This design comes from an exercise in tuning for small area, a short achievable clock period and few clock cycles on the open sky130 flow, not from production work. RTL that was checked went through simulation tests only; none was proved equivalent to the original. Power is estimated from default activity; no workload was simulated.

## matrix_mult_pipelined_10
module matrix_mult_pipelined_10 #(parameter DATA_WIDTH = 8)(
    input clk,
    input rst,
    input in_valid,
    input [7:0] in_data,
    output reg in_ready,
    output reg out_valid,
    output reg [2*DATA_WIDTH-1:0] out_data
);
==> flow/config.mk <==
export PLATFORM = sky130hd
export DESIGN_NAME = matrix_mult_pipelined_10
export DESIGN_NICKNAME = matrix_mult_pipelined_10
export VERILOG_FILES = /design/flow/design.v
export SDC_FILE = /design/flow/constraint.sdc
export NUM_CORES = 4
export LEC_CHECK = 0
export CAP_MARGIN = 20
export CORE_MARGIN = 2
export CORE_UTILIZATION = 72
export CTS_CLUSTER_DIAMETER = 100
export CTS_CLUSTER_SIZE = 25
export PLACE_DENSITY = 0.8
export SLEW_MARGIN = 20
export SYNTH_HIERARCHICAL = 1
export SYNTH_MINIMUM_KEEP_SIZE = 0
==> flow/constraint.sdc <==
create_clock -name core_clock -period 10.0 [get_ports {clk}]
set_input_delay 2.0000 -clock core_clock [delete_from_list [all_inputs] [get_ports {clk}]]
set_output_delay 2.0000 -clock core_clock [all_outputs]
set_load 0.01 [all_outputs]
standard.sh (not shown) runs the stock make flow with config.mk's settings and CLKGATE_MAP_FILE= SYNTH_SCRIPT=/design/flow/synth_recipe.tcl, a recipe that flattens the netlist after the stock synthesis.
==> flow/flow/run.sh <==
#!/bin/bash
# Standard layout (the standard.sh: unchanged synthesis and steps), with
# repair_timing asked to keep a larger setup slack than the default, so the
# resizer also speeds up paths that already meet the 10 ns clock.
bash standard.sh SETUP_SLACK_MARGIN=6.8 finish > standard.log 2>&1
Testbench counts at the start, summed over its fixed seeds: cycles 10,360.
Edit:
==> flow/flow/run.sh (replaced) <==
#!/bin/bash
# Standard layout (the standard.sh: unchanged synthesis and steps), with
# repair_timing asked to keep a larger setup slack than the default, so the
# resizer also speeds up paths that already meet the 10 ns clock.
bash standard.sh SETUP_SLACK_MARGIN=6.95 finish > standard.log 2>&1
Settings changed: CORE_UTILIZATION 72 to 65, PLACE_DENSITY 0.8 to 0.75.
=> Routed wire length went down by about 19%. Sequential share of layout area went down by 0.26 points. Global-route usage falls by 8.5 points.
Edit:
Settings changed: CTS_CLUSTER_DIAMETER 100 to 60, CTS_CLUSTER_SIZE 25 to 32.
After rerunning: The new run passed the timing, design-rule and antenna checks. Final cell count rose slightly. Via count climbs slightly. Routed wire length climbs slightly. Utilization increases by 1.3 points. Final area grows slightly.
Edit:
Settings changed: ABC_AREA from default to 1, CTS_CLUSTER_DIAMETER 60 to 100, CTS_CLUSTER_SIZE 32 to 28.
The new run produced a clean layout.
Count of clock-buffer cells in the layout does not change.
Power drops by 7.3%.
Synthesized cell count climbs by 5.3%.
First-iteration DRC count climbs by 3.9%.
Hold slack improves by 0.023 ns.
Core utilization drops by 1.6 points.
Setup slack degrades by 0.0046 ns.
Edit:
==> flow/flow/run.sh (replaced) <==
#!/bin/bash
# Standard layout (the standard.sh: unchanged synthesis and steps), with
# repair_timing asked to keep a larger setup slack than the default, so the
# resizer also speeds up paths that already meet the 10 ns clock.
bash standard.sh SETUP_SLACK_MARGIN=7.1 finish > standard.log 2>&1
Settings changed: ABC_AREA 1 to default.
After rerunning:
- design area came out higher by 1.8%
- core utilization came out higher by 1.2 points
- maximum frequency barely changes
- die area barely changes
- non-clock buffer count came out higher by 75
- area after synthesis is about the same
- routed wire length stays flat
- sequential power is about the same
Edit:
==> flow/flow/run.sh (replaced) <==
#!/bin/bash
# Standard layout (the standard.sh: unchanged synthesis and steps), with
# repair_timing asked to keep a larger setup slack than the default, so the
# resizer also speeds up paths that already meet the 10 ns clock.
bash standard.sh SETUP_SLACK_MARGIN=6.8 finish > standard.log 2>&1
Settings changed: CTS_CLUSTER_SIZE 28 to 25.
What happened: Utilization goes down by 1.5 points. Non-clock buffer count came out lower by 102. Final area drops by 2.2%. Worst hold slack is about the same. Wire length shrinks by 2.1%. Via count drops by 1.5%. Sequential power hardly moves. Synthesized cell count does not change. Register-to-register slack loses 0.03 ns. Global-route usage barely changes. Die area does not change.

========
matrix_mult_pipelined_10, a different RTL version from the one above (not shown whole).
Size in the first run: ~2100 flip-flops, about 29 I/O pins.
==> flow/design.v (excerpt) <==
module matrix_mult_pipelined_10 #(parameter DATA_WIDTH = 8)(
    input clk,
    input rst,
    input in_valid,
    input [7:0] in_data,
    output reg in_ready,
    output reg out_valid,
    output reg [2*DATA_WIDTH-1:0] out_data
);
    integer x, k;
    reg [3:0] ph_t, ph_u;      
    reg [3:0] ix_t, ix_u;      
    reg       half;            
    reg       cact;            
    reg       wr_a;            
    reg       wr_b;            
    reg       wr_last;         
    reg [7:0] din_r;
    wire fire = in_valid & in_ready;
    wire ph_u9 = (ph_u == 4'd9);
    wire ph_t9 = (ph_t == 4'd9);
    wire ph99  = ph_u9 & ph_t9;
    wire ix_u9 = (ix_u == 4'd9);
    wire ix_t9 = (ix_t == 4'd9);
    wire ix0   = (ix_u == 4'd0) & (ix_t == 4'd0);
    wire cact_n  = wr_last | (cact & ~ph99);
    wire idle_nf = ix0 & ~half & ~cact_n;           
    wire [3:0] p1_u = ph_u9 ? 4'd0 : ph_u + 4'd1;   
    wire [3:0] p1_t = ph_u9 ? (ph_t9 ? 4'd0 : ph_t + 4'd1) : ph_t;
    wire       p1_u9 = (p1_u == 4'd9);
    wire       p1_t9 = (p1_t == 4'd9);
    wire [3:0] p2_u = p1_u9 ? 4'd0 : p1_u + 4'd1;   
    wire [3:0] p2_t = p1_u9 ? (p1_t9 ? 4'd0 : p1_t + 4'd1) : p1_t;
    wire aligned_nf = (p2_u == ix_u) & (p2_t == ix_t);
    wire rdy_nf = idle_nf | aligned_nf;             
  ...
export LEC_CHECK = 0
export CAP_MARGIN = 20
export CORE_MARGIN = 2
export CORE_UTILIZATION = 65
export CTS_BUF_LIST = sky130_fd_sc_hd__clkbuf_4 sky130_fd_sc_hd__clkbuf_8
export PLACE_DENSITY = 0.75
export SLEW_MARGIN = 20
export SYNTH_HIERARCHICAL = 1
export SYNTH_MINIMUM_KEEP_SIZE = 0
create_clock -name core_clock -period 10.0 [get_ports {clk}]
==> flow/flow/run.sh <==
#!/bin/bash
# Standard layout (the standard.sh: unchanged synthesis and steps), with
# repair_timing asked to keep a larger setup slack than the default, so the
# resizer also speeds up paths that already meet the 10 ns clock.
bash standard.sh SETUP_SLACK_MARGIN=6.5 finish > standard.log 2>&1
The starting point completed without violations.
Then changed:
- CORE_UTILIZATION: 65 -> 40
- CTS_BUF_LIST: sky130_fd_sc_hd__clkbuf_4 sky130_fd_sc_hd__clkbuf_8 -> default
- PLACE_DENSITY: 0.75 -> 0.6
Effect:
- total power went up by 3.6%
- non-clock buffer count went up by 17
- synthesized cell count does not change
- sequential cell count is unchanged
- final area rose by about 2.2%
- clock power came out higher by about 8%
- die area rose by about 60%
- critical path depth grows by 9
Then changed:
- CORE_UTILIZATION: 40 -> 65
- PLACE_DENSITY: 0.6 -> 0.75
=>
- clock skew goes down by 13 ps
- via count goes up by 2.4%
- register-to-register slack stays flat
- synthesized cell count is unchanged
- fmax goes down by about 1%
- core utilization goes up by 27 points
- worst hold slack improves by 7.1 ps
- total power goes down by 2.3%
- setup slack degrades by 36 ps
- first-iteration DRC count goes up by about 30%
Function was not checked in any run of this note: the RTL went through the layout flow alone.

-- static timing again, ports no longer ideal --
The results above use ideal ports. As a check the final layouts listed here were re-extracted and re-timed, cells and wires unchanged. Step 1 sets driving cells, clkbuf_16 on the clock port and buf_2 on the other inputs (assumed; they add their load-dependent delay and slew). Step 2, shift: input delay + t, output delay - t, t = (earliest + latest rising clock arrival at the registers) / 2. This alone moves slack from input paths to output paths. Three values: no drivers, after step 1, after step 2; two values: the first two.
run	t, ns	slack for setup (ns)	slew at the worst register clock pin (ns)
the first run of note 1	0.760	6.427 / 6.427 / 6.286	0.12 / 0.12
the second run of note 1	0.755	6.812 / 6.743 / 6.399	0.11 / 0.11
the third run of note 1	0.759	6.818 / 6.746 / 6.405	0.12 / 0.12
the fourth run of note 1	0.760	6.814 / 6.744 / 6.317	0.11 / 0.11
the fifth run of note 1	0.756	6.808 / 6.739 / 6.720	0.12 / 0.12
the sixth run of note 1	0.756	6.811 / 6.741 / 6.395	0.10 / 0.10
the first run of note 2	1.006	6.566 / 6.495 / 6.387	0.07 / 0.07
the second run of note 2	0.871	6.599 / 6.540 / 6.358	0.07 / 0.07
the third run of note 2	0.851	6.563 / 6.491 / 6.395	0.08 / 0.08
After both steps setup and hold are still met in every run listed. The setup slack of the fourth run of note 1, which loses most, moves by -0.070 ns with the drivers and by -0.497 ns with both steps.
